Context: an optimization exercise on an open-source flow, tuned for small area and a short achievable clock period. The choices shown serve that exercise and are no tape-out recipe.
Where RTL was checked, it was by simulation tests only, not by an equivalence proof against the original.
The RTL of runs 2 to 7 was laid out without a check of its function.
Power is estimated from default activity; no workload was simulated.

==> design.v <==
`timescale 1ns / 1ps
 `timescale 1ns / 1ps
module request_update (
	input	[31:0] di,
	input	re,	
	input	we,
	input	clk,
	input   rst,
	output	we_n,
	output	re_n,
	output	[8'd5-1:0]	r_adr,
	output	[8'd5-1:0]	w_adr,
	output  r_err,
	output  w_err,
	output  [31:0] data_out
);  
	wire full,empty;
	assign  we_n  = (we & (~full) & (~rst)) | (we & re & full);
	assign  re_n  = re & (~empty)& (~rst);
	assign  w_err  = we & (full);
	assign  r_err  = re & (empty);
	address_update  lut1(
	.clk	(clk),
	.rst	(rst),
	.re		(re),	
	.we		(we),
	.empty	(empty),
	.full	(full),
	.r_adr	(r_adr),
	.w_adr	(w_adr)
	);
	assign data_out  = di;
endmodule
module address_update (
	input   clk,
	input   rst,
	input	re,	
	input	we,
	output  empty,
	output	full,
	output	[8'd5-1:0] r_adr,
	output	[8'd5-1:0] w_adr
);
	reg  [8'd5:0] rd_addr;
	reg  [8'd5:0] wr_addr;
	reg  [3:0] count;
	assign  full  = (rd_addr[8'd5] ^ wr_addr[8'd5]) & (rd_addr[8'd5-1:0]==wr_addr[8'd5-1:0]);
	assign	empty = (rd_addr == wr_addr);
	always @(posedge clk ) begin
		if(rst) begin
			rd_addr <= 4'b0;
		end
		else if(re & ~empty ) begin
			rd_addr <= rd_addr +1'b1;
		end
	end
	always @(posedge clk ) begin
		if(rst) begin
			wr_addr <= 4'b0;
		end
		else if((we & ~full)|(we & re & full)) begin
			wr_addr <= wr_addr +1'b1;
		end
	end
	assign r_adr = rd_addr[8'd5-1:0];
	assign w_adr = wr_addr[8'd5-1:0];
endmodule
 `timescale 1ns / 1ps
module mem_ctr    (
	input	clk,
	input	rst,
	input	WE_N,
	input	RE_N,
	input	[8'd5-1:0] R_ADR,
	input	[8'd5-1:0] W_ADR,
	input	[31:0] DI,
 	output 	ENABLE_0,
	output	WE_0,
	output	[8'd5-2:0] A_0,
	output	[31:0] DI_0,
 	output 	ENABLE_1,
	output	WE_1,
	output	[8'd5-2:0] A_1,
	output	[31:0] DI_1
);
	wire	R_bit, W_bit;
	wire	[8'd5-2:0] R_A;
	wire	[8'd5-2:0] W_A;
	wire	CONFLICT;
	reg		W_bit_D;
	reg		[8'd5-2:0] W_A_D;
	reg		[31:0] DI_D; 	
	reg		flag;
	assign  {R_A,R_bit} = R_ADR;
	assign  {W_A,W_bit} = W_ADR;
	assign	CONFLICT = (RE_N & WE_N )&&(R_bit ^~ W_bit ) ? 1'b1 : 1'b0;
	always @(posedge clk ) begin
		if(rst) begin
			W_bit_D <= 1'b0 ;
			W_A_D	<= 31'b0 ;
			DI_D	<= 31'b0	;
			flag	<= 1'b0 ;
		end
		else if (CONFLICT) begin
			W_bit_D <= W_bit ;
			W_A_D	<= W_A   ;
			DI_D	<= DI	 ;
			flag	<= 1'b1 ;
		end
		else begin
			flag <= 1'b0;
		end
	end
	assign  ENABLE_0 = (RE_N & ~R_bit) | (WE_N & ~W_bit) | (flag & ~W_bit_D) ;
	assign  ENABLE_1 = (RE_N &  R_bit) | (WE_N &  W_bit) | (flag &  W_bit_D) ;
	assign	WE_0 = (~ (RE_N & ~R_bit) ) & ( WE_N & ~W_bit) | (flag & ~W_bit_D) ;
	assign	WE_1 = (~ (RE_N &  R_bit) ) & ( WE_N &  W_bit) | (flag &  W_bit_D) ;
	assign	A_0  = (RE_N & ~R_bit)   ? R_A   :
				   (flag & ~W_bit_D) ? W_A_D :
				   (WE_N & ~W_bit) 	 ? W_A   :
				   					   R_A   ;
	assign	A_1  = (RE_N & R_bit)   ? R_A   :
				   (flag & W_bit_D) ? W_A_D :
				   (WE_N & W_bit)   ? W_A   :
				   					  R_A   ;
	assign  DI_0 = (flag & ~W_bit_D ) ? DI_D:
				   (WE_N & ~W_bit)    ? DI  : 
									    DI_D;
	assign  DI_1 = (flag & W_bit_D )  ? DI_D:
				   (WE_N & W_bit)     ? DI  :
									    DI_D;
endmodule
 `timescale 1ns / 1ps
module single_port_ram (
	input clk,
	input rst,
	input ena,
	input wea,
	input	[31:0]	din,
	input	[8'd5-2:0] addr,
	output reg [31:0]	dout,
	output reg read_valid
);
	parameter  num = 32'b1<<8'd5;
	reg [31:0] ram[num-1:0];
	integer i;
	always @(posedge clk ) begin
		if(rst) begin
			for (i = 0;i<num ;i=i+1 ) begin
				ram[i] <= 32'b0;
			end
			dout <= 32'b0;			
			read_valid <=1'b0;
		end
		else if (ena && wea) begin
			ram[addr] <= din;
			read_valid <= 1'b0;
		end 
		else if (ena && ~wea) begin
			dout <= ram[addr];
			read_valid <=1'b1;
		end
		else
			read_valid <=1'b0;
	end
endmodule
 `timescale 1ns / 1ps
module fifo (
	input [31:0] DI,
	input	RE,
	input	WE,
	input   clk,
	input	rst,
	output	[31:0] res,
	output	read_valid,
	output	r_err,
	output	w_err
);
	wire	we_n;
	wire	re_n;
	wire	[8'd5-1:0]  r_adr;
	wire	[8'd5-1:0]  w_adr;	
	wire	[31:0] d_out;
	wire	read_valid_0,read_valid_1;
	request_update update_addr (
		.di		(DI),
		.re		(RE),	
		.we		(WE),
		.clk	(clk),
		.rst	(rst),
		.we_n	(we_n),
		.re_n	(re_n),
		.r_adr	(r_adr),
		.w_adr	(w_adr),
		.r_err	(r_err),
		.w_err	(w_err),
		.data_out (d_out)
	);
	wire	ENABLE_0,ENABLE_1;
	wire	WE_0,WE_1;
	wire	[8'd5-2:0] A_0;
	wire    [31:0] DI_0;
	wire	[8'd5-2:0] A_1;
	wire    [31:0] DI_1;
	wire    [31:0] RAM_0_out,RAM_1_out;
	mem_ctr mem_ctr_1(
		.clk	(clk),
		.rst	(rst),
		.WE_N	(we_n),
		.RE_N	(re_n),
		.R_ADR	(r_adr),
		.W_ADR	(w_adr),
		.DI		(d_out),
 		.ENABLE_0 (ENABLE_0),
		.WE_0	  (WE_0),
		.A_0	  (A_0)	,
		.DI_0	  (DI_0),
 		.ENABLE_1 (ENABLE_1),
		.WE_1	  (WE_1),
		.A_1	  (A_1),
		.DI_1	  (DI_1)
	);
	single_port_ram RAM_0(
		.clk	(clk),
		.rst	(rst),
		.ena	(ENABLE_0),
		.wea	(WE_0),
		.din	(DI_0),
		.addr	(A_0),
		.dout	(RAM_0_out),
		.read_valid (read_valid_0)
	);
	single_port_ram RAM_1(
		.clk	(clk),
		.rst	(rst),
		.ena	(ENABLE_1),
		.wea	(WE_1),
		.din	(DI_1),
		.addr	(A_1),
		.dout	(RAM_1_out),
		.read_valid (read_valid_1)
	);
	res_mux r(
		.clk	(clk),
		.rd_en	(RE),
		.en0	(read_valid_0),
		.en1	(read_valid_1),
		.data0	(RAM_0_out),
		.data1	(RAM_1_out),
		.out	(res),
		.read_valid (read_valid)
	);
endmodule
module res_mux (
	input	clk,
	input	rd_en,
	input 	en0,
	input 	en1,
	input [31:0] data0,
	input [31:0] data1,
	output [31:0] out,
	output read_valid
);
	reg en0_r;
	reg en1_r;
	assign out = (en0 ) ? data0 :
				 (en1 ) ? data1 :
				 	      32'hffffffff;
	assign read_valid = (en0 | en1);
endmodule
==> run.sh <==
#!/bin/bash
# synth_recipe.tcl (not shown) runs the flow's synth.tcl, then flattens the netlist and writes it again
# the make line also repeats each setting of config.mk as NAME=value (left out here)
make -C /OpenROAD-flow-scripts/flow DESIGN_CONFIG=/design/flow/config.mk WORK_HOME=/design/flow/orfs CLKGATE_MAP_FILE= SYNTH_SCRIPT=/design/flow/synth_recipe.tcl finish
==> config.mk <==
export PLATFORM = sky130hd
export DESIGN_NAME = fifo
export DESIGN_NICKNAME = fifo
export VERILOG_FILES = /design/flow/design.v
export SDC_FILE = /design/flow/constraint.sdc
export NUM_CORES = 4
export LEC_CHECK = 0
export CAP_MARGIN = 20
export CORE_MARGIN = 2
export CORE_UTILIZATION = 40
export SLEW_MARGIN = 20
==> constraint.sdc <==
create_clock -name core_clock -period 5.0 [get_ports {clk}]
set_input_delay 1.0000 -clock core_clock [delete_from_list [all_inputs] [get_ports {clk}]]
set_output_delay 1.0000 -clock core_clock [all_outputs]
set_load 0.01 [all_outputs]
==> results.ini, run 1 <==
[timing]
drv_slew = 0
fin_skew_ns = 0.03413
period_needed_ns = 4.443
finalSetupViolCount = 0
max_freq_mhz = 225.1
rsz0062_at_grt = no
whs_ns = 0.4720
worstMarginPinSlew_ns = 0.9336
min_period_over_period = 0.8887
hold_viol = 0
tns_ns = 0
slew_headroom = 0.3615

[global_routing]
grt_util_all_layers = 0.2358
antenna_found_initial = 0
use_met3 = 0.03659
grt_max_degree = 67
first_global_vias = 33023
grtUsageMet1 = 0.3423
grt-busiest-layer = met2
grt.overflow.total = 0
use_met2 = 0.3673
grt_first_pass_wirelength_um = 220600

[setup_path]
crit_fanout = 30
arrival_ns = 4.99
rrSetupSlack_ns = 0.57
cp-end-kind = register
start_kind = input pin
regToRegEndpoint = RAM_0.dout[26]$_SDFFE_PP0P_
slowest_stage = a2111oi_0
worstPathRequired_ns = 5.55
slowest_delay_ns = 0.82
crit_chain = clkdlybuf4s50_1 -> nor3_1 -> a21boi_0 -> o31ai_2 -> a221o_4 -> nand2_1 -> buf_12 -> o22ai_1 -> a2111oi_0 -> a31oi_1
r2r_start = update_addr.lut1.rd_addr[3]$_SDFFE_PP0N_
reg2regPathDepth = 11
path_class = input pin to register

[outcome]
status = timing/DRC/antenna clean

[power_and_ir_drop]
power.static_leakage_nw = 17.96
power.total_mw = 21.63
cellPowerDensity_nw_per_um2 = 386.4
ir_worst_vdd_mv = 0.3006

[die]
die_h_um = 352.9
dieArea_um2 = 124500
fp.coreArea_um2 = 121200
die_x_um = 352.9
io_pins = 71
floorplan.initialDensity = 0.4017
rows = 128

[yosys]
synth_compound_area_frac = 0.1337
yosys.area_share.simple = 0.1208
syn_nets = 4120
synth_top_family_by_area = compound AO/OA/AOI/OAI gates
synth.area.mux_share = 0.02747
synth-xor-area-share = 0.003058
synthFlopType = edfxtp_1
ys_ff_latch = 1140
ys_top_cells_by_count = nor2_1 (1058), edfxtp_1 (1024), a22oi_1 (306)
synthesis.area_per_instance_um2 = 11.93
synth_top_area_share = 0.6315
synth_edf_count = 1024
synthAdderAreaFrac = 0.0005139
yosysWarnings = 3
synthTopCellsByArea = edfxtp_1 (63%), nor2_1 (8.2%), dfxtp_1 (4.8%)
yosysSeqAreaShare = 0.6792
ys_types = 75
yosysTopAreaCell = edfxtp_1
synthArstFlopShare = 0
syn-instance-count = 4082
synth_most_common_cell = nor2_1
syn_area_um2 = 48700

[routing]
avgRoutedWirePerCell_um = 25.54
first_pass_iters = 6
drt_iter0_markers = 4395
vias = 34433
drtAntennaViolNets = 0
drt-total-wl_um = 149800
drc = 0
vias_per_cell = 5.872

[clock_network]
clock_latency_ns = 0.72
post_cts_buffers = 0
htreeDepth = 3
cts_root_buffer = clkbuf_16
cts_buffers = 117
clk_path_buf_depth = 3
holdBufCountCts = 0
cts_resized = 0
tritoncts_num_sinks = 1140
cts_tree = built
path_clk_slew_ns = 0.06

[flow_run]
max-cap-violations = 0

[finish]
design_area_um2 = 55990
nFillCells = 10890
nets = 4183
drive_above_1_share = 0.1163
multiInputGateArea_um2 = 14130
area_growth_pct = 14.97
register_area_um2 = 33070
antenna_cells = 0

[hold_path]
hold_class = register to register
holdPathStages = 2
min_delay_worst_endpoint = mem_ctr_1.DI_D[11]$_SDFFE_PP0P_
min-delay-start = mem_ctr_1.DI_D[11]$_SDFFE_PP0P_

[placed_design]
place_congestion = 0.8918
port_buffers = 70
dpl-instance-area_um2 = 52320
detailed_place_hpwl_um = 94300

worst max-delay path: cells and delay by family:
family | cells | cell delay, ns
compound gates | 6 | 2.63
simple gates | 2 | 0.46
buf+inv | 2 | 0.87
cell usage in the layout, fill, tap and decap left out, drive strengths merged, types with 41 or more instances in the layout:
cell and count:
nor2 1059, edfxtp 1024, a22oi 306, nand2 256, buf 248, clkbuf 170
a21oi 159, mux2i 128, dfxtp 116, o21ai 73, clkdlybuf4s50 70, o22ai 64
a31oi 52, inv 52, nor3b 41
layout make-up:
type / count / share of cell area
clock buffer: 170 / 0.05985
clock inverter: 43 / 0.005699
inverter: 49 / 0.003375
multi-input combinational: 2519 / 0.2524
sequential: 1140 / 0.5907
tap: 1625 / 0.03632
timing repair buffer: 318 / 0.05158
routing by layer:
metal / part of all wire / routed length [um]
met1: 0.42 / 63320
met2: 0.46 / 68610
met3: 0.094 / 14150
met4: 0.025 / 3712
met5: 0 / 0
metrics by stage:
stage	worst slack (ns)	instances	util
finish	0.5566	5864	0.4618
global route	0.2062	5864	0.4618
CTS	0.5614	5864	0.4618
detailed placement	-0.1771	5651	0.4315
global placement	-0.1306	5651	0.4315
floorplan	0.4978	4082	-
worst max path at each step:
stage | from | to
2_1_floorplan | rst | RAM_1.ram[8][0]$_SDFFCE_PN0P_
3_5_place_dp | rst | RAM_0.dout[26]$_SDFFE_PP0P_
5_1_grt | update_addr.lut1.rd_addr[2]$_SDFFE_PP0N_ | RAM_0.dout[26]$_SDFFE_PP0P_
3_3_place_gp | rst | RAM_0.dout[26]$_SDFFE_PP0P_
4_1_cts | update_addr.lut1.rd_addr[3]$_SDFFE_PP0N_ | RAM_0.dout[26]$_SDFFE_PP0P_
6_report | rst | RAM_0.dout[26]$_SDFFE_PP0P_
state kept, by name, indices dropped and copies added, names as in the netlist:
register / flops
mem_ctr_1.DI_D: 32
RAM_0.read_valid: 1
update_addr.lut1.rd_addr: 6
RAM_1.ram: 512
mem_ctr_1.W_A_D: 4
RAM_0.ram: 512
update_addr.lut1.wr_addr: 6
RAM_1.read_valid: 1
mem_ctr_1.flag: 1
mem_ctr_1.W_bit_D: 1
RAM_1.dout: 32
RAM_0.dout: 32
report_power, final:
| group | leakage, nW | internal [mW] | switching, mW |
|---|---|---|---|
| registers | 11.5 | 10.8 | 0.225 |
| clock network | 1.80 | 4.78 | 3.69 |
| logic | 4.63 | 0.665 | 1.50 |
kinds of logic after synthesis:
group | count (synthesis)
buffers and inverters | 423
AOI/OAI and AO/OA | 909
muxes | 133
and+or+nand+nor | 1458
xor gates and xnor gates | 17
adders and majority gates | 2
DFF | 1140
==> run 2, diff against run 1 <==
==> design.v (replaced) <==
`timescale 1ns / 1ps
module fifo (
	input  [31:0] DI,
	input         RE,
	input         WE,
	input         clk,
	input         rst,
	output [31:0] res,
	output        read_valid,
	output        r_err,
	output        w_err
);
	reg  [4:0]  rd_ptr, wr_ptr;
	reg         empty, full;
	reg         rv;
	reg  [31:0] dout;
	wire rd = RE & ~empty;
	wire wr = WE & (~full | RE);
	assign r_err      = RE & empty;
	assign w_err      = WE & full;
	assign read_valid = rv;
	assign res        = dout;
	wire [31:0] wsel = 32'd1 << wr_ptr;
	wire [31:0] rsel = 32'd1 << rd_ptr;
	wire [31:0] mem_q [0:31];
	genvar k;
	generate
		for (k = 0; k < 32; k = k + 1) begin : g_word
			reg  [31:0] q;
			wire        en = wr & wsel[k];
			always @(posedge clk)
				q <= ({32{en}} & DI) | ({32{~en}} & q);
			assign mem_q[k] = q;
		end
	endgenerate
	reg [31:0] rdata;
	integer j;
	always @(*) begin
		rdata = 32'd0;
		for (j = 0; j < 32; j = j + 1)
			rdata = rdata | ({32{rsel[j]}} & mem_q[j]);
	end
	wire [4:0] rd_inc = rd_ptr + 5'd1;
	wire [4:0] wr_inc = wr_ptr + 5'd1;
	always @(posedge clk) begin
		dout <= rdata;
		if (rst) begin
			rd_ptr <= 5'd0;
			wr_ptr <= 5'd0;
			empty  <= 1'b1;
			full   <= 1'b0;
			rv     <= 1'b0;
		end else begin
			rv <= rd;
			if (rd) rd_ptr <= rd_inc;
			if (wr) wr_ptr <= wr_inc;
			empty <= ~wr & (empty | (rd & (rd_inc == wr_ptr)));
			full  <= (full & ~(rd & ~wr)) | (wr & ~rd & (wr_inc == rd_ptr));
		end
	end
endmodule
==> results.ini, run 2 <==
[timing]
fin_skew_ns = 0.02927  ; was 0.03413 ns
finalSetupViolCount = 0  ; unchanged
max_freq_mhz = 282.9  ; was 225.1 MHz
period_needed_ns = 3.535  ; was 4.443 ns
min_period_over_period = 0.7071  ; was 0.8887
tns_ns = 0  ; unchanged
worstMarginPinSlew_ns = 1.271  ; was 0.9336 ns
slew_headroom = 0.1518  ; was 0.3615
hold_viol = 0  ; unchanged
drv_slew = 0  ; unchanged
rsz0062_at_grt = no  ; unchanged

[yosys]
synthesis.area_per_instance_um2 = 18.19  ; was 11.93 um2
ys_types = 64  ; was 75
synth_edf_count = 1024  ; unchanged
syn-instance-count = 2170  ; was 4082
synthTopCellsByArea = edfxtp_1 (78%), a22oi_1 (4.1%), dfxtp_1 (2.3%)  ; was edfxtp_1 (63%), nor2_1 (8.2%), dfxtp_1 (4.8%)
ys_top_cells_by_count = edfxtp_1 (1024), a22oi_1 (214), a22o_1 (71)  ; was nor2_1 (1058), edfxtp_1 (1024), a22oi_1 (306)
yosysWarnings = 1  ; was 3
synth_top_area_share = 0.7789  ; was 0.6315
synthFlopType = edfxtp_1  ; unchanged
synthArstFlopShare = 0  ; unchanged
syn_area_um2 = 39480  ; was 48700 um2
ys_ff_latch = 1069  ; was 1140
yosysSeqAreaShare = 0.8017  ; was 0.6792
syn_nets = 2218  ; was 4120
synth_most_common_cell = edfxtp_1  ; was nor2_1
yosysTopAreaCell = edfxtp_1  ; unchanged

[setup_path]
critPathTopFamily = simple AND/OR/NAND/NOR gates  ; was compound AO/OA/AOI/OAI gates
arrival_ns = 4.09  ; was 4.99 ns
worstPathRequired_ns = 5.55  ; about the same
start_kind = register  ; was input pin
slowest_delay_ns = 0.90  ; was 0.82 ns
path_buf_inv = 1  ; was 2
rrSetupSlack_ns = 1.46  ; was 0.57 ns
cp-end-kind = register  ; unchanged
slowest_stage = dfxtp_4  ; was a2111oi_0
path_class = register to register  ; was input pin to register
crit_fanout = 45  ; was 30
crit_chain = and4b_1 -> buf_4 -> a222oi_1 -> o221ai_1 -> or4_1  ; was clkdlybuf4s50_1 -> nor3_1 -> a21boi_0 -> o31ai_2 -> a221o_4 -> nand2_1 -> buf_12 -> o22ai_1 -> a2111oi_0 -> a31oi_1

[global_routing]
grt_max_degree = 46  ; was 67
first_global_vias = 23292  ; was 33023
grt.overflow.total = 0  ; unchanged
antenna_found_initial = 5  ; was 0
grt_first_pass_wirelength_um = 179600  ; was 220600 um
grt_util_all_layers = 0.2514  ; was 0.2358

[outcome]
status = timing/DRC/antenna clean  ; unchanged

[die]
fp.coreArea_um2 = 98130  ; was 121200 um2
floorplan.initialDensity = 0.4023  ; was 0.4017
dieArea_um2 = 101200  ; was 124500 um2
rows = 115  ; was 128
io_pins = 71  ; unchanged
die_h_um = 318.2  ; was 352.9 um
die_x_um = 318.2  ; was 352.9 um

[finish]
nets = 2388  ; was 4183
nFillCells = 8203  ; was 10890
drive_above_1_share = 0.1663  ; was 0.1163
design_area_um2 = 46120  ; was 55990 um2
area_growth_pct = 16.84  ; was 14.97%
antenna_cells = 0  ; unchanged
final_cell_mix = edfxtp_1 (1024), a22oi_1 (214), buf_4 (113)  ; was nor2_1 (1057), edfxtp_1 (1024), a22oi_1 (306)
layout_commonest_cell = edfxtp_1  ; was nor2_1

[clock_network]
cts_root_buffer = clkbuf_16  ; unchanged
cts_tree = built  ; unchanged
cts_resized = 0  ; unchanged
htreeDepth = 3  ; unchanged
tritoncts_num_sinks = 1069  ; was 1140
cts_buffers = 108  ; was 117
clock_latency_ns = 0.70  ; was 0.72 ns
path_clk_slew_ns = 0.07  ; was 0.06 ns
post_cts_buffers = 0  ; unchanged
clk_path_buf_depth = 3  ; unchanged
holdBufCountCts = 0  ; unchanged

[flow_run]
max-cap-violations = 0  ; unchanged

[routing]
drt-total-wl_um = 129300  ; was 149800 um
drt_iter0_markers = 3428  ; was 4395
drc = 0  ; unchanged
drtAntennaViolNets = 0  ; unchanged
first_pass_iters = 6  ; unchanged
vias_per_cell = 6.357  ; was 5.872
avgRoutedWirePerCell_um = 34.75  ; was 25.54 um
vias = 23660  ; was 34433

[hold_path]
hold_class = register to register  ; unchanged

[placed_design]
dpl-instance-area_um2 = 42610  ; was 52320 um2
detailed_place_hpwl_um = 75750  ; was 94300 um
place_congestion = 0.8850  ; was 0.8918
port_buffers = 70  ; unchanged

[power_and_ir_drop]
cellPowerDensity_nw_per_um2 = 407.7  ; was 386.4 nW/um2
ir_worst_vdd_mv = 0.3001  ; was 0.3006 mV
power.static_leakage_nw = 14.35  ; was 17.96 nW

-- run 2: worst min-delay path, cell delays in order (launching register included) --
cell,delay [ns]
edfxtp_1,0.32
a221oi_1,0.07
nand4_1,0.11
-- run 2: where the power goes --
part           total [mW]  switching (mW)  internal [mW]
clock network        8.05            3.45           4.61
logic               0.759           0.495          0.265
registers            9.99          0.0696           9.92
total                18.8            4.01           14.8
-- run 2: metrics by stage --
step                      total power, mW  setup WS [ns]  cells  utilization  hold WS (ns)
after CTS                           18.88          1.588   3722       0.4703        0.5393
after global routing                19.24          1.475   3722       0.4700        0.5545
after detailed placement            10.93          1.202   3517       0.4342        0.5145
final                               18.81          1.465   3722       0.4700        0.5395
after global placement              10.92          1.212   3517       0.4343        0.4915
after floorplan                     10.41         0.9935   2170            -        0.4346
-- run 2: path summary, 6_finish.rpt --
kind	startpoint	endpoint	cells past startpoint
max	rd_ptr[3]$_SDFFE_PP0P_	dout[20]$_DFF_P_	5
min	register	dout[10]$_DFF_P_	2
max reg2reg	rd_ptr[3]$_SDFFE_PP0P_	dout[20]$_DFF_P_	5
min reg2reg	register	dout[10]$_DFF_P_	2
-- run 2: cell type report --
cell class	count	area, um2	share of cell area
sequential	1069	31660	0.6864
multi-input combinational	953	7522	0.1631
clock buffer	138	2875	0.06234
timing repair buffer	195	1739	0.03771
tap	1287	1610	0.03491
clock inverter	67	668.1	0.01449
inverter	13	48.80	0.001058
-- run 2: cell families after synthesis --
logic type               count (synthesis)  synth area share
flip-flops                            1069            0.8017
AO/OA/AOI/OAI                          530            0.1053
AND/OR/NAND/NOR                        305           0.04371
buffers and inverters                  148           0.01737
multiplexers                            91           0.02475
XOR/XNOR                                15          0.003328
adder cells (fa/ha/maj)                 12          0.003803
-- run 2: routing by layer --
layer  wire length [um]  GRT usage  up-vias
li1                   -          -     9426
met1              48360     0.3367    12140
met2              59690     0.3967     1737
met3              15140    0.05698      349
met4               6097     0.1061        8
met5                 57          0        -
==> run 3, diff against run 2 <==
--- a/design.v
+++ b/design.v
@@ -23,3 +23,3 @@
 	wire [31:0] wsel = 32'd1 << wr_ptr;
-	wire [31:0] rsel = 32'd1 << rd_ptr;
+	reg  [31:0] rsel;	 
 	wire [31:0] mem_q [0:31];
@@ -44,4 +44,6 @@
 	wire [4:0] wr_inc = wr_ptr + 5'd1;
+	wire [4:0] rd_next = rst ? 5'd0 : rd ? rd_inc : rd_ptr;
 	always @(posedge clk) begin
 		dout <= rdata;
+		rsel <= 32'd1 << rd_next;
 		if (rst) begin
--- a/config.mk
+++ b/config.mk
@@ -10,2 +10,3 @@
 export CORE_UTILIZATION = 40
+export SETUP_SLACK_MARGIN = 2.5
 export SLEW_MARGIN = 20
==> results.ini, run 3 <==
[outcome]
status = timing/DRC/antenna clean  ; unchanged

[finish]
area_growth_pct = 17.18  ; was 16.84%
final_cell_mix = edfxtp_1 (1024), a22oi_1 (512), nand4_1 (130)  ; was edfxtp_1 (1024), a22oi_1 (214), buf_4 (113)
drive_above_1_share = 0.1652  ; was 0.1663
layout_commonest_cell = edfxtp_1  ; unchanged
nets = 2288  ; was 2388
design_area_um2 = 45510  ; was 46120 um2
fin_cells = 3616  ; was 3722

[clock_network]
tritoncts_num_sinks = 1101  ; was 1069
cts_tree = built  ; unchanged
path_clk_slew_ns = 0.06  ; was 0.07 ns
cts_buffers = 107  ; was 108
clock_latency_ns = 0.70  ; about the same
htreeDepth = 3  ; unchanged
clk_path_buf_depth = 3  ; unchanged
cts_root_buffer = clkbuf_16  ; unchanged

[power_and_ir_drop]
clkPwrFrac = 0.434  ; was 0.428
swShare = 0.2078  ; was 0.2132
power.static_leakage_nw = 14.03  ; was 14.35 nW
cellPowerDensity_nw_per_um2 = 419.8  ; was 407.7 nW/um2
power.total_mw = 19.11  ; was 18.81 mW
internal-power_mw = 15.14  ; was 14.80 mW
pwr-share-comb = 0.030  ; was 0.040
p_sw_mw = 3.970  ; was 4.010 mW
seqPwrFrac = 0.536  ; was 0.531
ir_worst_vdd_mv = 0.2597  ; was 0.3001 mV

[die]
rows = 114  ; was 115
fp.coreArea_um2 = 96420  ; was 98130 um2
io_pins = 71  ; unchanged
dieArea_um2 = 99610  ; was 101200 um2
floorplan.initialDensity = 0.4028  ; was 0.4023
die_h_um = 315.6  ; was 318.2 um
die_x_um = 315.6  ; was 318.2 um

[yosys]
yosysWarnings = 1  ; unchanged
yosysSeqAreaShare = 0.8313  ; was 0.8017
ys_ff_latch = 1101  ; was 1069
syn-instance-count = 2071  ; was 2170
synth_top_area_share = 0.7917  ; was 0.7789
synth_edf_count = 1024  ; unchanged
ys_top_cells_by_count = edfxtp_1 (1024), a22oi_1 (512), nand4_1 (130)  ; was edfxtp_1 (1024), a22oi_1 (214), a22o_1 (71)
syn_nets = 2114  ; was 2218
syn_area_um2 = 38840  ; was 39480 um2
synthFlopType = edfxtp_1  ; unchanged
synthesis.area_per_instance_um2 = 18.76  ; was 18.19 um2
synth_most_common_cell = edfxtp_1  ; unchanged
synthTopCellsByArea = edfxtp_1 (79%), a22oi_1 (9.9%), dfxtp_1 (4.0%)  ; was edfxtp_1 (78%), a22oi_1 (4.1%), dfxtp_1 (2.3%)
yosysTopAreaCell = edfxtp_1  ; unchanged
ys_types = 50  ; was 64
synthArstFlopShare = 0  ; unchanged

[timing]
finalSetupViolCount = 0  ; unchanged
worstMarginPinSlew_ns = 1.287  ; was 1.271 ns
max_freq_mhz = 405.8  ; was 282.9 MHz
min_period_over_period = 0.4929  ; was 0.7071
tns_ns = 0  ; unchanged
hold_viol = 0  ; unchanged
rsz0062_at_grt = no  ; unchanged
fin_skew_ns = 0.02913  ; was 0.02927 ns
drv_slew = 0  ; unchanged
slew_headroom = 0.1421  ; was 0.1518
period_needed_ns = 2.464  ; was 3.535 ns

[setup_path]
path_buf_inv = 1  ; unchanged
slowest_stage = or4_1  ; was dfxtp_4
path_class = register to register  ; unchanged
crit_fanout = 32  ; was 45
cp-end-kind = register  ; unchanged
arrival_ns = 2.94  ; was 4.09 ns
start_kind = register  ; unchanged
critPathTopFamily = simple AND/OR/NAND/NOR gates  ; unchanged
crit_chain = buf_4 -> a22oi_1 -> nand4_1 -> or4_1  ; was and4b_1 -> buf_4 -> a222oi_1 -> o221ai_1 -> or4_1
worstPathRequired_ns = 5.47  ; was 5.55 ns
slowest_delay_ns = 0.78  ; was 0.90 ns

[global_routing]
grt_util_all_layers = 0.2470  ; was 0.2514
grt_first_pass_wirelength_um = 172500  ; was 179600 um
first_global_vias = 22235  ; was 23292
grt.overflow.total = 0  ; unchanged
antenna_found_initial = 7  ; was 5
grt_max_degree = 33  ; was 46

[routing]
drt_iter0_markers = 4008  ; was 3428
avgRoutedWirePerCell_um = 34.25  ; was 34.75 um
drc = 0  ; unchanged
drt-total-wl_um = 123900  ; was 129300 um
drtAntennaViolNets = 0  ; unchanged
vias = 22866  ; was 23660
vias_per_cell = 6.324  ; was 6.357
first_pass_iters = 6  ; unchanged

[placed_design]
place_inst = 3389  ; was 3517
dpl-instance-area_um2 = 41750  ; was 42610 um2
place_congestion = 0.8450  ; was 0.8850
detailed_place_hpwl_um = 68100  ; was 75750 um
port_buffers = 70  ; unchanged

[hold_path]
hold_class = register to register  ; unchanged

[flow_run]
max-cap-violations = 0  ; unchanged

==> run 3: changes by cell type in the layout (fill, tap and decap cells not counted), sizes merged, moves of 37 or more <==
cell and delta:
a22oi +298, nand4 +78, a22o -71, a221oi -67, mux2i -47, mux2 -43
nand2 -38, clkdlybuf4s50 -37
==> run 3: through the flow <==
step	util	setup slack [ns]	hold slack (ns)
2_1_floorplan	-	2.486	0.4958
3_3_place_gp	0.4326	1.238	0.5388
3_5_place_dp	0.4330	1.185	0.5492
4_1_cts	0.4720	2.274	0.5443
5_1_grt	0.4719	2.501	0.5745
6_report	0.4720	2.536	0.5581
==> run 3: cell type report <==
type / count / area (um2)
inverter: 7 / 26.28
clock buffer: 133 / 2816
tap: 1276 / 1597
multi-input combinational: 847 / 6381
sequential: 1101 / 32330
clock inverter: 68 / 789.5
timing repair buffer: 181 / 1562
antenna: 3 / 7.507
fill: 7989 / 50910
==> run 3: cell families after synthesis <==
kind of cell,count (synthesis),share of synthesized area
adders and majority gates,7,0.002255
DFF,1101,0.8313
xor gates and xnor gates,16,0.004284
and+or+nand+nor,293,0.04719
AOI/OAI and AO/OA,530,0.1019
buffers and inverters,124,0.01301
==> run 3: repair_timing <==
action / CTS / global route
cloned: 1 / 0
gates resized for setup: 49 / 6
endpoints found under the setup margin: 896 / 178
pin swaps: 13 / 1
buffers inserted: 20 / 2
hold buffers: 0 / 0
==> run 3: power groups by stage <==
stage | Sequential (mW) | Clock, mW | Combinational (mW)
floorplan | 10.4 | 0 | 0.184
finish | 10.2 | 8.30 | 0.575
global route | 10.2 | 8.70 | 0.599
CTS | 10.2 | 8.34 | 0.571
global placement | 10.4 | 0 | 0.587
detailed placement | 10.4 | 0 | 0.589
==> run 3: per-layer routing <==
| metal | share of wire | wire, um | vias to the layer above | global-route usage |
|---|---|---|---|---|
| met5 | 0 | 0 | - | 0 |
| met2 | 0.45 | 55760 | 1796 | 0.3758 |
| met4 | 0.031 | 3819 | 0 | 0.07723 |
| met1 | 0.39 | 48450 | 11760 | 0.3610 |
| li1 | - | - | 9080 | - |
| met3 | 0.13 | 15840 | 230 | 0.04749 |
==> run 3: final timing paths <==
path / start / endpoint / slack, ns / depth (start not counted)
worst max-delay path: rsel[7]$_SDFF_PP0_ / dout[5]$_DFF_P_ / 2.54 / 4
worst min-delay path: full$_SDFF_PP0_ / full$_SDFF_PP0_ / 0.56 / 2
worst max register to register: rsel[7]$_SDFF_PP0_ / dout[5]$_DFF_P_ / 2.54 / 4
worst min register to register: full$_SDFF_PP0_ / full$_SDFF_PP0_ / 0.56 / 2
==> run 3: tightest hold or removal path, cell delays in order (launching register included) <==
cell and delay (ns):
dfxtp_2 0.34, nand2b_1 0.10, o32ai_1 0.07
==> run 4, diff against run 3 <==
--- a/config.mk
+++ b/config.mk
@@ -10,3 +10,6 @@
 export CORE_UTILIZATION = 40
-export SETUP_SLACK_MARGIN = 2.5
+export CTS_BUF_LIST = sky130_fd_sc_hd__clkbuf_16
+export CTS_CLUSTER_DIAMETER = 100
+export CTS_CLUSTER_SIZE = 25
+export SETUP_SLACK_MARGIN = 2.7
 export SLEW_MARGIN = 20
==> results.ini, run 4 <==
[yosys]
syn-instance-count = 2071  ; unchanged
synth.area.mux_share = 0  ; unchanged
yosysSeqAreaShare = 0.8313  ; unchanged
synthArstFlopShare = 0  ; unchanged
yosys.area_share.simple = 0.04719  ; unchanged
synth_most_common_cell = edfxtp_1  ; unchanged
synth-xor-area-share = 0.004284  ; unchanged
syn_area_um2 = 38840  ; unchanged
ys_top_cells_by_count = edfxtp_1 (1024), a22oi_1 (512), nand4_1 (130)  ; unchanged
synth_top_area_share = 0.7917  ; unchanged
ys_types = 50  ; unchanged
ys_ff_latch = 1101  ; unchanged
synth_edf_count = 1024  ; unchanged
synthFlopType = edfxtp_1  ; unchanged
syn_nets = 2114  ; unchanged
yosysTopAreaCell = edfxtp_1  ; unchanged
synth_compound_area_frac = 0.1019  ; unchanged
synth_top_family_by_area = compound AO/OA/AOI/OAI gates  ; unchanged
synthTopCellsByArea = edfxtp_1 (79%), a22oi_1 (9.9%), dfxtp_1 (4.0%)  ; unchanged
yosysWarnings = 1  ; unchanged
synthAdderAreaFrac = 0.002255  ; unchanged
synthesis.area_per_instance_um2 = 18.76  ; unchanged

[setup_path]
regToRegEndpoint = dout[22]$_DFF_P_  ; was dout[5]$_DFF_P_
slowest_stage = and2_4  ; was or4_1
rrSetupSlack_ns = 2.74  ; was 2.54 ns
r2r_start = rsel[15]$_SDFF_PP0_  ; was rsel[7]$_SDFF_PP0_
reg2regPathDepth = 4  ; unchanged
slowest_delay_ns = 0.15  ; was 0.78 ns
crit_chain = buf_6 -> and2_4 -> buf_6  ; was buf_4 -> a22oi_1 -> nand4_1 -> or4_1
critPathTopFamily = buffers and inverters  ; was simple AND/OR/NAND/NOR gates
cp-end-kind = output port  ; was register
cpMostUsedCell = buf_6
worstPathRequired_ns = 4.00  ; was 5.47 ns
path_buf_inv = 2  ; was 1
crit_fanout = 9  ; was 32
start_kind = input pin  ; was register
path_class = input pin to output port  ; was register to register
arrival_ns = 1.38  ; was 2.94 ns

[clock_network]
htreeDepth = 2  ; was 3
clock_latency_ns = 0.65  ; was 0.70 ns
clk_path_buf_depth = 3  ; unchanged
cts_root_buffer = clkbuf_16  ; unchanged
tritoncts_num_sinks = 1101  ; unchanged
cts_tree = built  ; unchanged
cts_buffers = 50  ; was 107
path_clk_slew_ns = 0.10  ; was 0.06 ns

[finish]
nets = 2269  ; was 2288
nFillCells = 8174  ; was 7989
drive_above_1_share = 0.1461  ; was 0.1652
final_cell_mix = edfxtp_1 (1024), a22oi_1 (510), nand4_1 (130)  ; was edfxtp_1 (1024), a22oi_1 (512), nand4_1 (130)
fin_util = 0.4546  ; was 0.4720
area_growth_pct = 12.85  ; was 17.18%
layout_commonest_cell = edfxtp_1  ; unchanged

[routing]
vias = 22777  ; was 22866
drt-total-wl_um = 125500  ; was 123900 um
drt_iter0_markers = 3971  ; was 4008
first_pass_iters = 5  ; was 6
avgRoutedWirePerCell_um = 35.42  ; was 34.25 um
vias_per_cell = 6.427  ; was 6.324
drc = 0  ; unchanged
drtAntennaViolNets = 0  ; unchanged

[global_routing]
grt_first_pass_wirelength_um = 173900  ; was 172500 um
antenna_found_initial = 6  ; was 7
grt-busiest-layer = met2  ; unchanged
first_global_vias = 21920  ; was 22235
grtUsageMet1 = 0.3652  ; was 0.3610
grt.overflow.total = 0  ; unchanged
use_met2 = 0.3761  ; was 0.3758
grt_max_degree = 33  ; unchanged
grt_util_all_layers = 0.2497  ; was 0.2470
use_met3 = 0.05582  ; was 0.04749

[timing]
worstMarginPinSlew_ns = 1.053  ; was 1.287 ns
hold_viol = 0  ; unchanged
rsz0062_at_grt = yes  ; was no
fin_skew_ns = 0.02213  ; was 0.02913 ns
drv_slew = 0  ; unchanged
tns_ns = 0  ; unchanged
max_freq_mhz = 419.6  ; was 405.8 MHz
min_period_over_period = 0.4767  ; was 0.4929
period_needed_ns = 2.383  ; was 2.464 ns
finalSetupViolCount = 0  ; unchanged
slew_headroom = 0.2980  ; was 0.1421

[hold_path]
min_delay_worst_endpoint = full$_SDFF_PP0_  ; unchanged
hold_class = register to register  ; unchanged
min-delay-start = full$_SDFF_PP0_  ; unchanged
holdPathStages = 2  ; unchanged

[die]
floorplan.initialDensity = 0.4028  ; unchanged
die_h_um = 315.6  ; unchanged
die_x_um = 315.6  ; unchanged
io_pins = 71  ; unchanged
fp.coreArea_um2 = 96420  ; unchanged
rows = 114  ; unchanged
dieArea_um2 = 99610  ; unchanged

[flow_run]
max-cap-violations = 0  ; unchanged

[placed_design]
port_buffers = 70  ; unchanged
detailed_place_hpwl_um = 69050  ; was 68100 um
place_congestion = 0.8846  ; was 0.8450

[power_and_ir_drop]
power.static_leakage_nw = 13.37  ; was 14.03 nW
cellPowerDensity_nw_per_um2 = 352.6  ; was 419.8 nW/um2
ir_worst_vdd_mv = 0.2729  ; was 0.2597 mV

[outcome]
status = timing/DRC/antenna clean  ; unchanged

## run 4: where the power goes
part           switching, mW  total, mW  internal (mW)
Clock                   2.77       4.65           1.88
Combinational          0.425      0.596          0.172
Sequential            0.0438       10.2           10.2
## run 4: worst register-to-register path: cells and delay by family (launching register included)
family	cells	cell delay [ns]
buffers and inverters	1	0.33
AND/OR/NAND/NOR	2	1.02
AO/OA/AOI/OAI	1	0.44
flip-flops	1	0.33
## run 4: worst max-delay path by stage
stage,from,end,cells after the start
3_3_place_gp,RE,register,6
6_report,RE,r_err,3
2_1_floorplan,RE,register,5
5_1_grt,RE,r_err,3
3_5_place_dp,RE,register,6
4_1_cts,RE,r_err,3
## run 4: metrics by stage
stage               instance area [um2]  power [mW]  hold slack (ns)  cells  setup WS [ns]
finish                            43830       15.46           0.5473   3544          2.617
global route                      43830       15.83           0.5887   3542          2.601
CTS                               43790       15.49           0.5521   3536          2.256
detailed placement                41800       11.03           0.5638   3395          1.081
global placement                  41800       11.02           0.5416   3395          1.089
floorplan                         39180       10.61           0.4958   2071          2.486
## run 4: layout make-up
type                            count  area, um2  area share
Timing Repair Buffer              218       2007     0.04578
Antenna cell                        2      5.005   0.0001142
Clock inverter                     41      175.2    0.003996
Multi-Input combinational cell    848       6410      0.1462
Clock buffer                       51       1276     0.02911
Sequential cell                  1101      32340      0.7377
Inverter                            7      26.28   0.0005994
Tap cell                         1276       1597     0.03642
## run 4: cells by family after synthesis
family,Yosys count
compound gates,530
buf+inv,124
xor+xnor,16
simple gates,293
flops,1101
fa+ha+maj,7
## run 4: routing by layer
| layer | share of wire | up-vias |
|---|---|---|
| met2 | 0.45 | 1852 |
| met5 | 0.00010 | - |
| li1 | - | 8977 |
| met3 | 0.13 | 231 |
| met4 | 0.032 | 2 |
| met1 | 0.39 | 11715 |
## run 4: what timing repair did
action                     in CTS  in global routing
setup endpoints to repair    1072                186
gates cloned                    2                  0
setup buffers                  47                  6
pin swaps                      25                  4
resized for setup              65                 16
hold buffers                    0                  0
==> run 5, diff against run 4 <==
--- a/config.mk
+++ b/config.mk
@@ -9,3 +9,3 @@
 export CORE_MARGIN = 2
-export CORE_UTILIZATION = 40
+export CORE_UTILIZATION = 60
 export CTS_BUF_LIST = sky130_fd_sc_hd__clkbuf_16
@@ -13,3 +13,3 @@
 export CTS_CLUSTER_SIZE = 25
-export SETUP_SLACK_MARGIN = 2.7
+export SETUP_SLACK_MARGIN = 2.5
 export SLEW_MARGIN = 20
==> results.ini, run 5 <==
[die]
floorplan.initialDensity = 0.6047  ; was 0.4028
die_x_um = 258.4  ; was 315.6 um
die_h_um = 258.4  ; was 315.6 um
io_pins = 71  ; unchanged
fp.coreArea_um2 = 64230  ; was 96420 um2
rows = 93  ; was 114
dieArea_um2 = 66790  ; was 99610 um2

[routing]
drtAntennaViolNets = 0  ; unchanged
drt_iter0_markers = 3994  ; was 3971
vias_per_cell = 7.307  ; was 6.427
first_pass_iters = 6  ; was 5
drc = 0  ; unchanged
avgRoutedWirePerCell_um = 39.74  ; was 35.42 um
drt-total-wl_um = 123400  ; was 125500 um
vias = 22696  ; was 22777

[yosys]
synth_most_common_cell = edfxtp_1  ; unchanged
syn_area_um2 = 38840  ; unchanged
ys_ff_latch = 1101  ; unchanged
yosysTopAreaCell = edfxtp_1  ; unchanged
synthArstFlopShare = 0  ; unchanged
yosysSeqAreaShare = 0.8313  ; unchanged
synth_top_area_share = 0.7917  ; unchanged
synthFlopType = edfxtp_1  ; unchanged
synthTopCellsByArea = edfxtp_1 (79%), a22oi_1 (9.9%), dfxtp_1 (4.0%)  ; unchanged
syn-instance-count = 2071  ; unchanged
ys_types = 50  ; unchanged
ys_top_cells_by_count = edfxtp_1 (1024), a22oi_1 (512), nand4_1 (130)  ; unchanged
synthesis.area_per_instance_um2 = 18.76  ; unchanged
syn_nets = 2114  ; unchanged
yosysWarnings = 1  ; unchanged
synth_edf_count = 1024  ; unchanged

[setup_path]
crit_fanout = 20  ; was 9
start_kind = register  ; was input pin
regToRegEndpoint = dout[20]$_DFF_P_  ; was dout[22]$_DFF_P_
rrSetupSlack_ns = 2.48  ; was 2.74 ns
worstSetupEndpoint = dout[20]$_DFF_P_  ; was r_err
r2r_start = rsel[8]$_SDFF_PP0_  ; was rsel[15]$_SDFF_PP0_
cp-startpoint = rsel[8]$_SDFF_PP0_  ; was RE
cp-end-kind = register  ; was output port
reg2regPathDepth = 4  ; unchanged
arrival_ns = 2.99  ; was 1.38 ns
path_class = register to register  ; was input pin to output port
worstPathRequired_ns = 5.47  ; was 4.00 ns

[power_and_ir_drop]
internal-power_mw = 12.19  ; was 12.22 mW
pwr-share-comb = 0.037  ; was 0.039
clkPwrFrac = 0.302  ; was 0.301
cellPowerDensity_nw_per_um2 = 358.3  ; was 352.6 nW/um2
p_sw_mw = 3.249  ; was 3.238 mW
power.total_mw = 15.44  ; was 15.46 mW
swShare = 0.2105  ; was 0.2095
ir_worst_vdd_mv = 0.4053  ; was 0.2729 mV
seqPwrFrac = 0.661  ; was 0.660
power.static_leakage_nw = 13.26  ; was 13.37 nW

[finish]
area_growth_pct = 10.95  ; was 12.85%
nFillCells = 4358  ; was 8174
fin_util = 0.6709  ; was 0.4546
drive_above_1_share = 0.1329  ; was 0.1461
final_cell_mix = edfxtp_1 (1024), a22oi_1 (512), nand4_1 (130)  ; was edfxtp_1 (1024), a22oi_1 (510), nand4_1 (130)
layout_commonest_cell = edfxtp_1  ; unchanged
nets = 2250  ; was 2269

[timing]
fin_ws_ns = 2.478  ; was 2.617 ns
worstMarginPinSlew_ns = 1.091  ; was 1.053 ns
min_period_over_period = 0.5043  ; was 0.4767
rsz0062_at_grt = no  ; was yes
max_freq_mhz = 396.6  ; was 419.6 MHz
slew_headroom = 0.2705  ; was 0.2980
drv_slew = 0  ; unchanged
hold_viol = 0  ; unchanged
period_needed_ns = 2.522  ; was 2.383 ns
tns_ns = 0  ; unchanged
fin_skew_ns = 0.02717  ; was 0.02213 ns
finalSetupViolCount = 0  ; unchanged

[clock_network]
htreeDepth = 2  ; unchanged
clk_path_buf_depth = 3  ; unchanged
cts_tree = built  ; unchanged
tritoncts_num_sinks = 1101  ; unchanged
cts_buffers = 50  ; unchanged
holdBufCountCts = 0  ; unchanged
path_clk_slew_ns = 0.10  ; about the same
cts_root_buffer = clkbuf_16  ; unchanged
clock_latency_ns = 0.66  ; was 0.65 ns

[hold_path]
hold_class = register to register  ; unchanged

[placed_design]
detailed_place_hpwl_um = 67190  ; was 69050 um
port_buffers = 70  ; unchanged
post-place-ws_ns = 1.083  ; was 1.081 ns
place_congestion = 0.8646  ; was 0.8846

[global_routing]
antenna_found_initial = 0  ; was 6
first_global_vias = 21787  ; was 21920
grt_max_degree = 33  ; unchanged
grt_first_pass_wirelength_um = 170000  ; was 173900 um
grt.overflow.total = 0  ; unchanged
grt_util_all_layers = 0.3712  ; was 0.2497

[outcome]
status = timing/DRC/antenna clean  ; unchanged

[flow_run]
max-cap-violations = 0  ; unchanged

run 5: cell counts after synthesis:
Identical to the previous run, type by type.
run 5: how the worst min path moves through the flow:
| stage | from | to | slack, ns | cells after the start |
|---|---|---|---|---|
| floorplan | full$_SDFF_PP0_ | full$_SDFF_PP0_ | 0.50 | 2 |
| global placement | wr_ptr[1]$_SDFFE_PP0P_ | wr_ptr[1]$_SDFFE_PP0P_ | 0.55 | 2 |
| detailed placement | wr_ptr[1]$_SDFFE_PP0P_ | wr_ptr[1]$_SDFFE_PP0P_ | 0.56 | 2 |
| CTS | wr_ptr[1]$_SDFFE_PP0P_ | wr_ptr[1]$_SDFFE_PP0P_ | 0.58 | 2 |
| global route | wr_ptr[1]$_SDFFE_PP0P_ | wr_ptr[1]$_SDFFE_PP0P_ | 0.60 | 2 |
| finish | register | dout[7]$_DFF_P_ | 0.58 | 3 |
run 5: cell type report:
cell class | instances | area, um2 | share of cell area
Tap cell | 855 | 1070 | 0.02482
Clock buffer | 50 | 1251 | 0.02903
Sequential cell | 1101 | 32330 | 0.7503
Clock inverter | 44 | 214.0 | 0.004965
Multi-Input combinational cell | 847 | 6384 | 0.1481
Inverter | 7 | 26.28 | 0.0006097
Antenna cell | 2 | 5.005 | 0.0001161
Timing Repair Buffer | 200 | 1812 | 0.04204
run 5: stage by stage:
step	std cells	hold WS, ns	cell area, um2
6_report	3106	0.5760	43100
5_1_grt	3104	0.6040	43090
4_1_cts	3097	0.5784	43040
3_5_place_dp	2984	0.5645	41400
3_3_place_gp	2984	0.5500	41400
2_1_floorplan	2071	0.4958	39180
run 5: cells by family (layout without fill, tap and decap cells):
| family | after synthesis | in the layout | share of synthesized area |
|---|---|---|---|
| adders and majority gates | 7 | 7 | 0.002255 |
| buffers and inverters | 124 | 301 | 0.01301 |
| and+or+nand+nor | 293 | 294 | 0.04719 |
| other | 0 | 2 | 0 |
| DFF | 1101 | 1101 | 0.8313 |
| xor gates and xnor gates | 16 | 16 | 0.004284 |
| AOI/OAI and AO/OA | 530 | 530 | 0.1019 |
run 5: worst max-delay path: stages, from the launching register on:
cell and delay, ns:
dfxtp_2 0.64, buf_4 0.39, a22oi_1 0.24, nand4_1 0.31, or4_1 0.74
run 5: what timing repair did:
item | in CTS | in global routing
endpoints found under the setup margin | 1008 | 146
gates resized for setup | 52 | 6
buffers inserted | 18 | 7
pin swaps | 8 | 4
gates cloned | 1 | 0
run 5: power groups by stage:
stage | logic [mW] | registers, mW | clock network (mW)
3_5_place_dp | 0.597 | 10.4 | 0
2_1_floorplan | 0.184 | 10.4 | 0
5_1_grt | 0.601 | 10.2 | 4.94
3_3_place_gp | 0.590 | 10.4 | 0
6_report | 0.578 | 10.2 | 4.66
4_1_cts | 0.571 | 10.2 | 4.64
run 5: routing by layer:
layer  track usage  up-vias  part of all wire
met5             0        -                 0
met3       0.06690      254              0.12
met4        0.1355        0             0.041
met1        0.5394    11751              0.37
li1              -     8937                 -
met2        0.5740     1754              0.47
==> run 6, diff against run 5 <==
--- a/config.mk
+++ b/config.mk
@@ -13,3 +13,3 @@
 export CTS_CLUSTER_SIZE = 25
-export SETUP_SLACK_MARGIN = 2.5
+export SETUP_SLACK_MARGIN = 2.9
 export SLEW_MARGIN = 20
==> results.ini, run 6 <==
[yosys]
synthTopCellsByArea = edfxtp_1 (79%), a22oi_1 (9.9%), dfxtp_1 (4.0%)  ; unchanged
yosysTopAreaCell = edfxtp_1  ; unchanged
syn-instance-count = 2071  ; unchanged
synthesis.area_per_instance_um2 = 18.76  ; unchanged
ys_types = 50  ; unchanged
synthFlopType = edfxtp_1  ; unchanged
syn_area_um2 = 38840  ; unchanged
synth_edf_count = 1024  ; unchanged
synthArstFlopShare = 0  ; unchanged
ys_ff_latch = 1101  ; unchanged
syn_nets = 2114  ; unchanged
yosysSeqAreaShare = 0.8313  ; unchanged
synth_most_common_cell = edfxtp_1  ; unchanged
yosysWarnings = 1  ; unchanged
synth_top_area_share = 0.7917  ; unchanged
ys_top_cells_by_count = edfxtp_1 (1024), a22oi_1 (512), nand4_1 (130)  ; unchanged

[global_routing]
antenna_found_initial = 4  ; was 0
grt.overflow.total = 0  ; unchanged
first_global_vias = 21576  ; was 21787
grt_util_all_layers = 0.3611  ; was 0.3712
grt_max_degree = 33  ; unchanged
grt_first_pass_wirelength_um = 164900  ; was 170000 um

[clock_network]
clk_path_buf_depth = 3  ; unchanged
path_clk_slew_ns = 0.09  ; was 0.10 ns
clock_latency_ns = 0.65  ; was 0.66 ns
htreeDepth = 2  ; unchanged
holdBufCountCts = 0  ; unchanged
cts_root_buffer = clkbuf_16  ; unchanged
cts_tree = built  ; unchanged
cts_buffers = 50  ; unchanged
tritoncts_num_sinks = 1101  ; unchanged

[setup_path]
start_kind = input pin  ; was register
path_class = input pin to output port  ; was register to register
cp-end-kind = output port  ; was register
worstPathRequired_ns = 4.00  ; was 5.47 ns
crit_fanout = 3  ; was 20
arrival_ns = 1.35  ; was 2.99 ns

[routing]
drtAntennaViolNets = 0  ; unchanged
wl_met3_um = 14910  ; was 14540 um
met2_length_um = 55940  ; was 57690 um
top_layer_used = met5  ; was met4
drt_iter0_markers = 3649  ; was 3994
avgRoutedWirePerCell_um = 38.61  ; was 39.74 um
vias_per_cell = 7.198  ; was 7.307
vias = 22344  ; was 22696
wl_met1_um = 44400  ; was 46110 um
drc = 0  ; unchanged
first_pass_iters = 8  ; was 6
drt-total-wl_um = 119800  ; was 123400 um

[die]
floorplan.initialDensity = 0.6047  ; unchanged
die_h_um = 258.4  ; unchanged
rows = 93  ; unchanged
io_pins = 71  ; unchanged
fp.coreArea_um2 = 64230  ; unchanged
dieArea_um2 = 66790  ; unchanged
die_x_um = 258.4  ; unchanged

[timing]
min_period_over_period = 0.4704  ; was 0.5043
worstMarginPinSlew_ns = 1.100  ; was 1.091 ns
max_freq_mhz = 425.2  ; was 396.6 MHz
hold_viol = 0  ; unchanged
slew_headroom = 0.2640  ; was 0.2705
whs_ns = 0.5424  ; was 0.5760 ns
tns_ns = 0  ; unchanged
period_needed_ns = 2.352  ; was 2.522 ns
drv_slew = 0  ; unchanged
rsz0062_at_grt = yes  ; was no
finalSetupViolCount = 0  ; unchanged
fin_skew_ns = 0.02562  ; was 0.02717 ns

[power_and_ir_drop]
cellPowerDensity_nw_per_um2 = 355.9  ; was 358.3 nW/um2
ir_worst_vdd_mv = 0.3456  ; was 0.4053 mV
power.static_leakage_nw = 13.35  ; was 13.26 nW
power.total_mw = 15.46  ; was 15.44 mW

[finish]
layout_commonest_cell = edfxtp_1  ; unchanged
final_cell_mix = edfxtp_1 (1024), a22oi_1 (506), nand4_1 (130)  ; was edfxtp_1 (1024), a22oi_1 (512), nand4_1 (130)
fin_util = 0.6762  ; was 0.6709
design_area_um2 = 43430  ; was 43100 um2
drive_above_1_share = 0.1673  ; was 0.1329
nets = 2251  ; was 2250
area_growth_pct = 11.82  ; was 10.95%

[placed_design]
place_congestion = 0.8421  ; was 0.8646
detailed_place_hpwl_um = 62210  ; was 67190 um
dpl-instance-area_um2 = 41240  ; was 41400 um2
port_buffers = 70  ; unchanged

[flow_run]
max-cap-violations = 0  ; unchanged

[outcome]
status = timing/DRC/antenna clean  ; unchanged

[hold_path]
hold_class = register to register  ; unchanged

-- run 6: cell counts after synthesis --
No cell type changed its count.
-- run 6: area by class of cell --
type / instances / area [um2]
Antenna cell: 1 / 2.502
Clock buffer: 51 / 1276
Clock inverter: 41 / 201.4
Fill cell: 4320 / 20800
Inverter: 7 / 26.28
Multi-Input combinational cell: 846 / 6446
Sequential cell: 1101 / 32370
Tap cell: 855 / 1070
Timing Repair Buffer: 202 / 2034
-- run 6: cells by family after synthesis --
logic type      count (synthesis)  share of synthesized area
compound gates                530                     0.1019
flops                        1101                     0.8313
simple gates                  293                    0.04719
fa+ha+maj                       7                   0.002255
buf+inv                       124                    0.01301
xor+xnor                       16                   0.004284
-- run 6: path summary, 6_finish.rpt --
path	start	to	slack (ns)	cells past startpoint
worst min register to register	rd_ptr[1]$_DFF_P_	rd_ptr[1]$_DFF_P_	0.54	2
worst max register to register	rsel[2]$_SDFF_PP0_	dout[10]$_DFF_P_	2.88	4
worst max-delay path	RE	r_err	2.65	3
worst min-delay path	rd_ptr[1]$_DFF_P_	rd_ptr[1]$_DFF_P_	0.54	2
-- run 6: critical path, cell delays in order --
cell	delay, ns
buf_12	0.10
and2_4	0.14
buf_6	0.11
-- run 6: what timing repair did --
item,4_1_cts,5_1_grt
gates cloned,1,0
pin swaps,21,3
setup buffers,44,5
resized for setup,203,63
endpoints found under the setup margin,1101,472
-- run 6: routing by layer --
metal,vias to the layer above,global-route usage
li1,8948,-
met1,11496,0.5160
met2,1642,0.5603
met3,252,0.07942
met4,6,0.1241
met5,-,0
-- run 6: per-stage QoR --
step,instances,worst slack [ns]
after floorplan,2071,2.486
after global placement,2961,1.120
after detailed placement,2961,1.108
after CTS,3098,2.424
after global routing,3103,2.639
final,3104,2.648
-- run 6: power by group --
group / leakage, nW / total (mW) / switching, mW / internal [mW]
Clock: 0.857 / 4.66 / 2.77 / 1.89
Combinational: 2.61 / 0.587 / 0.404 / 0.183
Sequential: 9.88 / 10.2 / 0.0470 / 10.2
==> run 7, diff against run 6 <==
==> design.v (replaced) <==
`timescale 1ns / 1ps
module fifo (
	input  [31:0] DI,
	input         RE,
	input         WE,
	input         clk,
	input         rst,
	output [31:0] res,
	output        read_valid,
	output        r_err,
	output        w_err
);
	reg  [5:0]  count;
	reg         empty, full;
	reg  [31:0] rsel;	 
	reg         rv;
	reg  [31:0] dout;
	wire rd = RE & ~empty;
	wire wr = WE & (~full | RE);
	assign r_err      = RE & empty;
	assign w_err      = WE & full;
	assign read_valid = rv;
	assign res        = dout;
	reg [31:0] stage [0:31];
	integer k;
	always @(posedge clk)
		if (wr) begin
			stage[0] <= DI;
			for (k = 1; k < 32; k = k + 1)
				stage[k] <= stage[k-1];
		end
	reg [31:0] rdata;
	integer j;
	always @(*) begin
		rdata = 32'd0;
		for (j = 0; j < 32; j = j + 1)
			rdata = rdata | ({32{rsel[j]}} & stage[j]);
	end
	wire [5:0] count_next = rst ? 6'd0 : count + {5'd0, wr & ~rd} - {5'd0, rd & ~wr};
	wire [4:0] head_next  = count_next[4:0] - 5'd1;
	always @(posedge clk) begin
		dout  <= rdata;
		rv    <= ~rst & rd;
		count <= count_next;
		empty <= count_next == 6'd0;
		full  <= count_next[5];
		rsel  <= 32'd1 << head_next;
	end
endmodule
==> results.ini, run 7 <==
[outcome]
status = timing/DRC/antenna clean  ; unchanged

[yosys]
synthTopCellsByArea = edfxtp_1 (81%), a22oi_1 (10%), dfxtp_1 (3.8%)  ; was edfxtp_1 (79%), a22oi_1 (9.9%), dfxtp_1 (4.0%)
yosysTopAreaCell = edfxtp_1  ; unchanged
syn_area_um2 = 38090  ; was 38840 um2
synthFlopType = edfxtp_1  ; unchanged
ys_ff_latch = 1096  ; was 1101
ys_top_cells_by_count = edfxtp_1 (1024), a22oi_1 (512), nand4_1 (128)  ; was edfxtp_1 (1024), a22oi_1 (512), nand4_1 (130)
yosysSeqAreaShare = 0.8451  ; was 0.8313
synth_most_common_cell = edfxtp_1  ; unchanged
ys_types = 34  ; was 50
synth_edf_count = 1024  ; unchanged
yosysWarnings = 2  ; was 1
synth_top_area_share = 0.8073  ; was 0.7917
synthesis.area_per_instance_um2 = 19.44  ; was 18.76 um2
syn_nets = 2002  ; was 2114
synthArstFlopShare = 0  ; unchanged
syn-instance-count = 1959  ; was 2071

[placed_design]
detailed_place_hpwl_um = 51010  ; was 62210 um
place_congestion = 0.8115  ; was 0.8421
dpl-instance-area_um2 = 39960  ; was 41240 um2
port_buffers = 70  ; unchanged

[die]
floorplan.initialDensity = 0.6049  ; was 0.6047
fp.coreArea_um2 = 62970  ; was 64230 um2
io_pins = 71  ; unchanged
rows = 92  ; was 93
dieArea_um2 = 65520  ; was 66790 um2
die_x_um = 256.0  ; was 258.4 um
die_h_um = 256.0  ; was 258.4 um

[clock_network]
cts_buffers = 49  ; was 50
clock_latency_ns = 0.64  ; was 0.65 ns
cts_tree = built  ; unchanged
tritoncts_num_sinks = 1096  ; was 1101
cts_root_buffer = clkbuf_16  ; unchanged
clk_path_buf_depth = 3  ; unchanged
path_clk_slew_ns = 0.10  ; was 0.09 ns
htreeDepth = 2  ; unchanged
holdBufCountCts = 0  ; unchanged

[routing]
drtAntennaViolNets = 0  ; unchanged
drt_iter0_markers = 3168  ; was 3649
avgRoutedWirePerCell_um = 34.38  ; was 38.61 um
vias_per_cell = 7.119  ; was 7.198
first_pass_iters = 5  ; was 8
vias = 20887  ; was 22344
drt-total-wl_um = 100900  ; was 119800 um
drc = 0  ; unchanged

[finish]
layout_commonest_cell = edfxtp_1  ; unchanged
fin_util = 0.6678  ; was 0.6762
antenna_cells = 0  ; was 1
drive_above_1_share = 0.1250  ; was 0.1673
design_area_um2 = 42050  ; was 43430 um2
nFillCells = 4249  ; was 4320
nets = 2091  ; was 2251
largest_reg_flops = 1024
area_growth_pct = 10.39  ; was 11.82%
reg_top3 = stage x1024, dout x32, rsel x32
final_cell_mix = edfxtp_1 (1024), a22oi_1 (512), nand4_1 (128)  ; was edfxtp_1 (1024), a22oi_1 (506), nand4_1 (130)
largest-register = stage

[global_routing]
grt.overflow.total = 0  ; unchanged
grt_util_all_layers = 0.3039  ; was 0.3611
grt_first_pass_wirelength_um = 142400  ; was 164900 um
grt_max_degree = 107  ; was 33
antenna_found_initial = 0  ; was 4
first_global_vias = 20168  ; was 21576

[hold_path]
min_delay_worst_endpoint = stage[18][9]$_DFFE_PP_  ; was rd_ptr[1]$_DFF_P_
hold_class = register to register  ; unchanged
min-delay-start = stage[17][9]$_DFFE_PP_  ; was rd_ptr[1]$_DFF_P_
holdPathStages = 0  ; was 2

[setup_path]
cp-end-kind = register  ; was output port
regToRegEndpoint = rsel[16]$_SDFF_PN0_  ; was dout[10]$_DFF_P_
arrival_ns = 3.03  ; was 1.35 ns
slowest_delay_ns = 0.35  ; was 0.14 ns
reg2regPathDepth = 13  ; was 4
worstPathRequired_ns = 5.55  ; was 4.00 ns
rrSetupSlack_ns = 2.58  ; was 2.88 ns
r2r_start = count[5]$_DFF_P_  ; was rsel[2]$_SDFF_PP0_
crit_chain = buf_12 -> inv_12 -> nor2_4 -> ha_4 -> inv_2 -> ha_4 -> fa_2 -> a21o_1 -> a21oi_4 -> buf_6 -> xor2_4 -> buf_6 -> nand2b_4 -> a211oi_2  ; was buf_12 -> and2_4 -> buf_6
start_kind = input pin  ; unchanged
crit_fanout = 5  ; was 3
slowest_stage = fa_2  ; was and2_4
path_class = input pin to register  ; was input pin to output port

[timing]
period_needed_ns = 2.477  ; was 2.352 ns
drv_slew = 0  ; unchanged
min_period_over_period = 0.4955  ; was 0.4704
finalSetupViolCount = 0  ; unchanged
whs_ns = 0.4513  ; was 0.5424 ns
fin_skew_ns = 0.02158  ; was 0.02562 ns
tns_ns = 0  ; unchanged
slew_headroom = 0.4018  ; was 0.2640
max_freq_mhz = 403.6  ; was 425.2 MHz
worstMarginPinSlew_ns = 0.8972  ; was 1.100 ns
rsz0062_at_grt = yes  ; unchanged
hold_viol = 0  ; unchanged

[power_and_ir_drop]
power.total_mw = 22.19  ; was 15.46 mW
power.static_leakage_nw = 13.61  ; was 13.35 nW
cellPowerDensity_nw_per_um2 = 527.6  ; was 355.9 nW/um2
ir_worst_vdd_mv = 0.6537  ; was 0.3456 mV

[flow_run]
max-cap-violations = 0  ; unchanged

==> run 7: layout make-up <==
class | count | area, um2 | area share
clock buffers | 52 | 1301 | 0.03095
clock inverters | 39 | 151.4 | 0.003600
inverters | 11 | 60.06 | 0.001428
multi-input cells | 753 | 5704 | 0.1357
flip-flops and latches | 1096 | 32260 | 0.7671
well taps | 846 | 1059 | 0.02517
repair buffers | 137 | 1518 | 0.03609
==> run 7: logic make-up after synthesis <==
| logic type | share of synthesized area |
|---|---|
| DFF | 0.8451 |
| AOI/OAI and AO/OA | 0.1037 |
| and+or+nand+nor | 0.03436 |
| buffers and inverters | 0.01091 |
| xor gates and xnor gates | 0.002825 |
| adders and majority gates | 0.002496 |
| muxes | 0.0005912 |
==> run 7: report_power, final <==
group / total, mW / switching, mW / internal [mW] / leakage (nW)
Sequential: 13.1 / 1.12 / 11.9 / 10.5
Combinational: 4.50 / 2.76 / 1.75 / 2.23
Clock: 4.61 / 2.71 / 1.90 / 0.848
Total: 22.2 / 6.59 / 15.6 / 13.6
==> run 7: routing by layer <==
layer,routed length (um),GRT usage,up-vias
li1,-,-,8458
met1,40660,0.4577,10980
met2,47080,0.4708,1284
met3,10310,0.04585,165
met4,2816,0.08723,0
met5,0,0,-
==> run 7: how the worst max path moves through the flow <==
stage	from	to	slack (ns)	cells after the start
floorplan	RE	stage[0][0]$_DFFE_PP_	-11.94	2
global placement	RE	stage[28][18]$_DFFE_PP_	0.91	5
detailed placement	RE	stage[18][18]$_DFFE_PP_	0.84	5
CTS	RE	rsel[12]$_SDFF_PP0_	2.51	14
global route	RE	rsel[16]$_SDFF_PN0_	2.49	14
finish	RE	rsel[16]$_SDFF_PN0_	2.52	14
==> run 7: through the flow <==
step / instances / worst slack [ns]
final: 2934 / 2.523
after global routing: 2934 / 2.486
after CTS: 2927 / 2.513
after detailed placement: 2817 / 0.8382
after global placement: 2817 / 0.9147
after floorplan: 1959 / -11.94
==> run 7: repair_timing <==
item,4_1_cts,5_1_grt
cloned,6,1
gates resized for setup,233,26
pin swaps,10,13
buffers inserted,13,6
setup endpoints to repair,1100,572
==> run 7: worst max-delay path, delay by kind of cell <==
| kind | cells | cell delay, ns |
|---|---|---|
| simple gates | 2 | 0.11 |
| buf+inv | 5 | 0.47 |
| fa+ha+maj | 3 | 0.76 |
| xor+xnor | 1 | 0.17 |
| compound gates | 3 | 0.51 |

-- what the ideal ports hide --
The results above use ideal ports. As a check the final layouts listed here were re-extracted and re-timed, cells and wires unchanged.
Step 1, drivers: a clkbuf_16 drives clk and a buf_2 each remaining input, both assumed.
Step 2 times the ports against the registers' clock, not the clock port: input delays grow and output delays shrink by t, the midpoint of the rising clock arrivals with the driver on.
a / b / c = no drivers / after step 1 / after step 2; a / b = the first two.
run	shift t [ns]	setup WS [ns]	hold WS [ns]	worst register clock-pin slew, ns	worst data-port slew with drivers (ns)
run 1	0.780	0.557 / 0.567 / -0.178	0.472 / 0.472 / 0.472	0.07 / 0.07	0.05
run 2	0.764	1.465 / 1.465 / 1.128	0.539 / 0.539 / 0.539	0.07 / 0.07	0.07
run 3	0.756	2.536 / 2.534 / 1.858	0.558 / 0.558 / 0.558	0.07 / 0.07	0.07
run 4	0.701	2.617 / 2.585 / 2.127	0.547 / 0.547 / 0.547	0.11 / 0.11	0.10
run 5	0.716	2.478 / 2.478 / 1.883	0.576 / 0.576 / 0.576	0.10 / 0.10	0.04
run 6	0.705	2.648 / 2.600 / 2.152	0.542 / 0.542 / 0.542	0.10 / 0.10	0.06
run 7	0.695	2.523 / 2.540 / 1.845	0.451 / 0.451 / 0.451	0.11 / 0.11	0.06
With both steps, setup timing fails in run 1, where it was met with ideal ports. The setup slack of run 1, which loses most, moves by +0.010 ns with the drivers and by -0.735 ns with both steps.
